This is an optimization exercise on Yosys and OpenROAD, whose aim is small area, not a production implementation.
Function was checked by simulation only, so behaviour that the tests miss may differ from the original.
Power is estimated from default activity; no workload was simulated.

## opl3
module opl3 (
    input wire clk,
    input wire rst,
    input wire wr,
    input wire [8:0] addr,
    input wire [7:0] din,
    output logic signed [SAMPLE_WIDTH-1:0] channel_a,
    output logic signed [SAMPLE_WIDTH-1:0] channel_b,
    output logic signed [SAMPLE_WIDTH-1:0] channel_c,
    output logic signed [SAMPLE_WIDTH-1:0] channel_d
);
    logic [511:0][7:0] slv8_reg;
    function automatic [7:0] reg_mask(input integer a);
        integer bank;
        integer off;
        begin
            bank = a / 256;
            off = a % 256;
            reg_mask = 8'h00;
            if (bank == 0 && off == 'h08)
                reg_mask = 8'h40;
            if (bank == 0 && off == 'hBD)
                reg_mask = 8'hFF;
            if (bank == 1 && off == 'h04)
                reg_mask = 8'h3F;
            if (bank == 1 && off == 'h05)
                reg_mask = 8'h01;
            if ((off % 8) < 6 && (off & 'h1F) < 'h16) begin
                if (off >= 'h20 && off < 'h36)
                    reg_mask = 8'hFF;
                if (off >= 'h40 && off < 'h56)
                    reg_mask = 8'hFF;
                if (off >= 'h60 && off < 'h76)
                    reg_mask = 8'hFF;
                if (off >= 'h80 && off < 'h96)
  ...
Settings: LEC_CHECK=0, ABC_AREA=1, CAP_MARGIN=10, CORE_MARGIN=2, CORE_UTILIZATION=50, GPL_TIMING_DRIVEN=0, SLEW_MARGIN=10; clock period 30.0 ns.
standard.sh (not shown) runs the stock make flow with config.mk's settings and CLKGATE_MAP_FILE= SYNTH_SCRIPT=/design/flow/synth_recipe.tcl, a recipe that flattens the netlist after the stock synthesis.
==> flow/flow/run.sh <==
#!/bin/bash
# Layout flow: the standard synthesis, then the combinational logic is
# re-mapped with Yosys's default ABC script (which gives less cell area than
# the ORFS speed/area scripts); every flip-flop instance, its name and cell
# type, is kept as the standard synthesis made it. Then the standard
# layout from floorplan to finish, with clock tree synthesis told to add no
# dummy loads and with smaller clock buffers (clkbuf_8) driving clusters of at
# most 15 flip-flops. Each tool's output goes to a log file of its own here.
set -euo pipefail
WORK=$(pwd)
R=$WORK/orfs/results/$FLOW_PLATFORM/opl3/base
LIB=$FLOW_HOME/platforms/$FLOW_PLATFORM/lib/sky130_fd_sc_hd__tt_025C_1v80.lib
YOSYS=$(command -v yosys || echo "$FLOW_HOME/../tools/install/yosys/bin/yosys")

bash standard.sh synth > synth.log 2>&1

DONT_USE=$(grep -o 'sky130_fd_sc_hd__lpflow\w*\|sky130_fd_sc_hd__probe\w*' \
  "$FLOW_HOME/platforms/$FLOW_PLATFORM/config.mk" | sort -u | sed 's/^/-dont_use /' | tr '\n' ' ')
mkdir -p reopt
cp "$R/1_2_yosys.v" reopt/standard_1_2_yosys.v
cat > reopt/reopt.ys <<EOT
read_liberty -ignore_miss_func $LIB
read_verilog $WORK/reopt/standard_1_2_yosys.v
hierarchy -top $FLOW_TOP
blackbox sky130_fd_sc_hd__*df* sky130_fd_sc_hd__*dl*
flatten
opt_clean
techmap
opt -fast
abc -liberty $LIB $DONT_USE
opt_clean -purge
splitnets
opt_clean -purge
hilomap -singleton -hicell sky130_fd_sc_hd__conb_1 HI -locell sky130_fd_sc_hd__conb_1 LO
opt_clean -purge
stat -liberty $LIB
write_verilog -noattr -nohex -nodec $WORK/reopt/1_2_yosys.v
EOT
"$YOSYS" -l reopt/reopt.log -q reopt/reopt.ys > reopt/yosys_stdout.log 2>&1
# the re-mapped netlist replaces the standard one; make then rebuilds
# 1_synth.odb from it and runs the rest of the flow
cp reopt/1_2_yosys.v "$R/1_2_yosys.v"
touch "$R/1_2_yosys.v"

bash standard.sh \
  CTS_ARGS="-sink_clustering_enable -repair_clock_nets -sink_clustering_size 15 -sink_clustering_max_diameter 100 -buf_list sky130_fd_sc_hd__clkbuf_8 -dont_use_dummy_load" \
  finish > layout.log 2>&1
The baseline completed with no timing, DRC or antenna violations.
Next try:
Settings changed: CAP_MARGIN 10 to 20, GPL_TIMING_DRIVEN 0 to default, SLEW_MARGIN 10 to 20.
=>
- non-clock buffer count rises by 28
- sequential power barely changes
- combinational power is lower by about 3%
- worst hold slack gets better by 0.016 ns
- total power hardly moves
- worst setup slack is better by 1.6 ns
- core utilization drops by 0.68 points
- design area is lower by about 1.2%
- flip-flop and latch count does not change
- final cell count hardly moves
- register-to-register slack improved by 1.6 ns

[afterwards: timing with drivers on the ports]
How much do the figures lean on ideal ports? The routed layouts below were timed once more, with nothing changed but the port constraints.
Step 1 assumes that a clkbuf_16 drives the clock port and a buf_2 every other input.
Step 2 also shifts input and output timing later by t, the mid clock arrival at the registers, as if the neighbouring blocks saw the same clock.
Three values: ideal, step 1, step 2; two values: the first two.
run	shift t [ns]	setup slack, ns	worst setup path after step 2	clock arrival spread, ns	pins driven straight from the clock port
the first run	1.202	15.499 / 15.499 / 15.499	register to register	0.166 / 0.166	1
the second run	1.240	17.079 / 17.079 / 17.079	register to register	0.169 / 0.169	1
After both steps setup and hold are still met in every run listed.
